This design comes from an exercise in tuning for small area on the open sky130 flow, not from production work.
Only simulation tests tie the RTL to the original design; equivalence was not proved.
No driver is modelled on the clock port, so clock power and skew are understated where the tree is cut down; a real chip needs a root buffer or a tree.

==> exp/violet: inputs <==
Design smg_display, start of the top module:
module smg_display(
input clk,
input rst_n,
input number_en,
input [19:0] number,
output reg [5:0] an,
output reg [7:0] sseg,
output warning
    );
==> module smg_display, before the edit <==
module smg_display(
input clk,
input rst_n,
input number_en,
input [19:0] number,
output reg [5:0] an,
output reg [7:0] sseg,
output warning
    );
localparam [11:0] H_T = 12'h11a;
localparam [11:0] H_R = 12'h235;
localparam [11:0] H_M = 12'h7ff;
reg [24:0] r;
reg        pend;          
reg        conv;          
reg [4:0]  q;
reg [11:0] h;
wire q31 = &q;
wire hcut = ((h & H_M) == (H_T & H_M));
function [3:0] fix;
    input [3:0] d;
    input       en;
    reg         g;
    begin
        g = en & (d[3] | d[2] & (d[1] | d[0]));
        fix[3] = d[3] | g;
        fix[2] = g ? (d[3] & d[0]) : d[2];
        fix[1] = g ? (d[1] & d[0] | d[3] & ~d[0]) : d[1];
        fix[0] = d[0] ^ g;
    end
endfunction
wire [24:0] cr;
assign cr[3:0]   = fix(r[3:0],   1'b1);
assign cr[7:4]   = fix(r[7:4],   q[4] | q[3] | q[2]);
assign cr[11:8]  = fix(r[11:8],  q[4] | q[3]);
assign cr[15:12] = fix(r[15:12], q[4] | (q[3] & q[2]));
assign cr[19:16] = fix(r[19:16], q[4]);
wire g5 = q[4] & q[1] & q[0] & r[22] & r[20];
assign cr[23:20] = {r[23] | g5, r[22] & ~g5, r[21], r[20] & ~g5};
assign cr[24]    = r[24];
always @(posedge clk or negedge rst_n) begin
    if (!rst_n) begin
        r <= 25'd0;
        pend <= 1'b0;
        conv <= 1'b0;
    end else if (number_en) begin
        r <= {number, 5'd0};
        pend <= 1'b1;
        conv <= 1'b0;
    end else begin
        if (q31) begin
            pend <= 1'b0;
            conv <= pend;
        end else if (q == 5'd19) begin
            conv <= 1'b0;
        end
        if (conv)
            r <= {cr[23:0], cr[24]};
    end
end
assign warning = r[24];
always @(posedge clk or negedge rst_n) begin
    if (!rst_n) begin
        q <= 5'd0;
        h <= H_R;
    end else begin
        q <= q + 5'd1;
        h <= {h[10:0], h[11] ^ h[0] ^ hcut};
    end
end
wire step = q31 & hcut;
reg [2:0] jc;
reg       started;
reg [3:0] num_an;
wire s0 = ~jc[2] & ~jc[0];
wire s1 =  jc[0] & ~jc[1];
wire s2 =  jc[1] & ~jc[2];
wire s3 =  jc[2] &  jc[0];
wire s4 =  jc[1] & ~jc[0];
wire s5 =  jc[2] & ~jc[1];
wire [3:0] dsel = ({4{s5}} & r[3:0])   | ({4{s0}} & r[7:4])
                | ({4{s1}} & r[11:8])  | ({4{s2}} & r[15:12])
                | ({4{s3}} & r[19:16]) | ({4{s4}} & r[23:20]);
always @(posedge clk or negedge rst_n) begin
    if (!rst_n) begin
        jc <= 3'b100;
        started <= 1'b0;
        num_an <= 4'd0;
    end else if (step) begin
        jc <= {jc[1:0], ~jc[2]};
        started <= 1'b1;
        num_an <= dsel;
    end
end
always @(*) begin
    an[0] = started & ~s0;
    an[1] = started & ~s1;
    an[2] = started & ~s2;
    an[3] = started & ~s3;
    an[4] = started & ~s4;
    an[5] = started & ~s5;
end
wire [3:0] d = num_an;
always @(*) begin
    sseg[7] = 1'b1;
    sseg[6] = ~d[3] & ~d[2] & ~d[1] | d[2] & d[1] & d[0];
    sseg[5] = ~d[3] & ~d[2] & d[0] | ~d[2] & d[1] | d[1] & d[0];
    sseg[4] = d[2] & ~d[1] | d[0];
    sseg[3] = ~d[3] & ~d[2] & ~d[1] & d[0] | d[2] & ~d[1] & ~d[0] | d[2] & d[1] & d[0];
    sseg[2] = ~d[2] & d[1] & ~d[0];
    sseg[1] = d[2] & ~d[1] & d[0] | d[2] & d[1] & ~d[0];
    sseg[0] = ~d[3] & ~d[2] & ~d[1] & d[0] | d[2] & ~d[1] & ~d[0];
end
endmodule
clock: 10.0 ns
lec_check: 0
cap_margin: 20
core_margin: 2
core_utilization: 40
gpl_timing_driven: 0
slew_margin: 20
standard.sh (not shown) runs the stock make flow with config.mk's settings and CLKGATE_MAP_FILE= SYNTH_SCRIPT=/design/flow/synth_recipe.tcl, a recipe that flattens the netlist after the stock synthesis.
==> flow/flow/run.sh <==
#!/bin/bash
# The standard ORFS layout (the standard.sh) with these changes:
#  - synthesis maps the logic with an area-oriented ABC script (flow/abc_area.script)
#    in place of ORFS's delay-oriented one; the clock period has ample slack;
#  - the port buffers are the smallest buffer (buf_1);
set -euo pipefail
here=$(pwd)
rm -rf "$here/scripts_own"
cp -r "$FLOW_HOME/scripts" "$here/scripts_own"
cp "$here/flow/abc_area.script" "$here/scripts_own/abc_speed.script"
export BUFFER_PORTS_ARGS="-buffer_cell sky130_fd_sc_hd__buf_1"
export POST_CTS_TCL="$here/flow/post_cts.tcl"
export CTS_ARGS="-sink_clustering_enable -repair_clock_nets -dont_use_dummy_load -buf_list {sky130_fd_sc_hd__clkbuf_4 sky130_fd_sc_hd__clkbuf_8} -sink_clustering_size 16"
bash standard.sh SCRIPTS_DIR="$here/scripts_own" finish > standard.log 2>&1
==> flow/flow/abc_area.script <==
strash
&get -n
&fraig -x
&put
scorr
dc2
dretime
strash
dch -f
amap -m -F 3 -A 20
topo
==> flow/flow/post_cts.tcl <==
set block [ord::get_db_block]
set root [$block findInst clkbuf_0_clk]
if { $root != "NULL" } {
  set in_net [[$root findITerm A] getNet]
  set out_net [[$root findITerm X] getNet]
  set loads {}
  foreach it [$out_net getITerms] {
    if { [$it getInst] != $root } { lappend loads $it }
  }
  if { [llength $loads] <= 4 && [$in_net getName] == "clk" } {
    puts "post_cts: removing root clock buffer, [llength $loads] leaves on clk"
    foreach it $loads {
      $it disconnect
      $it connect $in_net
    }
    odb::dbInst_destroy $root
    odb::dbNet_destroy $out_net
  } else {
    puts "post_cts: root clock buffer kept ([llength $loads] loads)"
  }
}
==> exp/zinc: changes against exp/violet <==
==> flow/design.v (replaced) <==
module smg_display(
input clk,
input rst_n,
input number_en,
input [19:0] number,
output reg [5:0] an,
output reg [7:0] sseg,
output warning
    );
localparam [16:0] SCAN_T = 17'h01a32;
localparam [16:0] SCAN_R = 17'h03464;
reg [24:0] r;
reg [4:0]  c;             
wire busy = ~(c[4] & c[2]);
function [3:0] fix;
    input [3:0] d;
    input       en;
    fix = (en && d >= 4'd5) ? d + 4'd3 : d;
endfunction
wire [24:0] cr;
assign cr[3:0]   = fix(r[3:0],   1'b1);
assign cr[7:4]   = fix(r[7:4],   c[4] | c[3] | c[2]);
assign cr[11:8]  = fix(r[11:8],  c[4] | c[3]);
assign cr[15:12] = fix(r[15:12], c[4] | (c[3] & c[2]));
assign cr[19:16] = fix(r[19:16], c[4]);
assign cr[23:20] = fix(r[23:20], c[4] & c[1] & c[0]);
assign cr[24]    = r[24];
always @(posedge clk or negedge rst_n) begin
    if (!rst_n) begin
        r <= 25'd0;
        c <= 5'd20;
    end else if (number_en) begin
        r <= {number, 5'd0};
        c <= 5'd0;
    end else if (busy) begin
        r <= {cr[23:0], cr[24]};
        c <= c + 5'd1;
    end
end
assign warning = r[24];
reg [16:0] lfsr;
wire step = (lfsr == SCAN_T);
always @(posedge clk or negedge rst_n) begin
    if (!rst_n)
        lfsr <= SCAN_R;
    else
        lfsr <= {lfsr[15:0], lfsr[16] ^ lfsr[11] ^ step};
end
reg [2:0] idx;            
reg [3:0] num_an;
wire [2:0] nidx = (idx == 3'd5 || idx == 3'd7) ? 3'd0 : idx + 3'd1;
reg [3:0] dsel;
always @(*) begin
    case (nidx)
        3'd0: dsel = r[3:0];
        3'd1: dsel = r[7:4];
        3'd2: dsel = r[11:8];
        3'd3: dsel = r[15:12];
        3'd4: dsel = r[19:16];
        default: dsel = r[23:20];
    endcase
end
always @(posedge clk or negedge rst_n) begin
    if (!rst_n) begin
        idx <= 3'd7;
        num_an <= 4'd0;
    end else if (step) begin
        idx <= nidx;
        num_an <= dsel;
    end
end
always @(*) begin
    case (idx)
        3'd0: an = 6'b111110;
        3'd1: an = 6'b111101;
        3'd2: an = 6'b111011;
        3'd3: an = 6'b110111;
        3'd4: an = 6'b101111;
        3'd5: an = 6'b011111;
        default: an = 6'b000000;
    endcase
end
always @(*) begin
    case (num_an)
        4'd0: sseg = 8'hC0;
        4'd1: sseg = 8'hF9;
        4'd2: sseg = 8'hA4;
        4'd3: sseg = 8'hB0;
        4'd4: sseg = 8'h99;
        4'd5: sseg = 8'h92;
        4'd6: sseg = 8'h82;
        4'd7: sseg = 8'hF8;
        4'd8: sseg = 8'h80;
        4'd9: sseg = 8'h90;
        default: sseg = 8'h80;
    endcase
end
endmodule
==> flow/run.sh (new file) <==
#!/bin/bash
# synth_recipe.tcl (not shown) runs the flow's synth.tcl, then flattens the netlist and writes it again
# the make line also repeats each setting of config.mk as NAME=value (left out here)
make -C /OpenROAD-flow-scripts/flow DESIGN_CONFIG=/design/flow/config.mk WORK_HOME=/design/flow/orfs CLKGATE_MAP_FILE= SYNTH_SCRIPT=/design/flow/synth_recipe.tcl finish
--- a/flow/config.mk
+++ b/flow/config.mk
@@ -8,5 +8,4 @@
 export CAP_MARGIN = 20
 export CORE_MARGIN = 2
 export CORE_UTILIZATION = 40
-export GPL_TIMING_DRIVEN = 0
 export SLEW_MARGIN = 20
removed: flow/flow/run.sh
removed: flow/flow/abc_area.script
removed: flow/flow/post_cts.tcl
removed: flow/standard.sh
==> out/qor.log <==
[outcome] result of the run finished clean
[setup_path] cells traversed along the worst timing path inv_1 -> ha_1 -> or3_1 -> clkdlybuf4s50_1
[final_layout] sequential cell area share 35.7%
[final_layout] number of non-clock buffers 38
[die] Die Span Y 94.8 microns
[detailed_routing] post-DR vias/cell 5.55
[detailed_routing] final wirelength 7590 microns
[place] area of placed instances 0.00372 sq mm
That was exp/zinc.
==> out/qor.log <==
[place] area of placed instances 0.00266 sq mm
[detailed_routing] post-DR vias/cell 5.63
[setup_path] cells traversed along the worst timing path buf_1 -> nor2_2 -> nor2_1 -> clkinv_1 -> o31ai_1
[outcome] result of the run finished clean
[detailed_routing] top routing layer used met4
[die] Die Span Y 81.1 microns
[synthesis] predominant post-synthesis flop cell sky130_fd_sc_hd__dfrtp_1
[final_layout] biggest registers after layout r x25, h x12, q x5
[detailed_routing] final wirelength 6020 microns
[final_layout] sequential cell area share 48.1%
That was exp/violet.

==> separate check: timing with driven ports <==
How much do the figures lean on ideal ports? The routed layouts below were timed once more, with nothing changed but the port constraints. Step 1 (the two cells are an assumption about what drives the block):
set clk [get_ports {clk}]
set_driving_cell -lib_cell sky130_fd_sc_hd__clkbuf_16 $clk
set_driving_cell -lib_cell sky130_fd_sc_hd__buf_2 [delete_from_list [all_inputs] $clk]
Step 2 adds t to the input delays and takes it off the output delays; t is the mean of the earliest and latest rising clock arrival at the registers after step 1. Input paths then give back, and output paths get back, about the clock's delay inside the block. Three values: ideal, step 1, step 2; two values: the first two.
run	shift t [ns]	slack for setup (ns)	hold slack, ns	pins driven straight from the clock port
exp/violet	0.198	5.377 / 5.404 / 5.206	0.371 / 0.371 / 0.371	4
exp/zinc	0.339	5.792 / 5.762 / 5.684	0.364 / 0.364 / 0.364	1
After both steps every run listed still meets setup and hold. For exp/violet, which loses most, drivers alone change the setup slack by +0.027 ns; drivers and shift together by -0.171 ns.
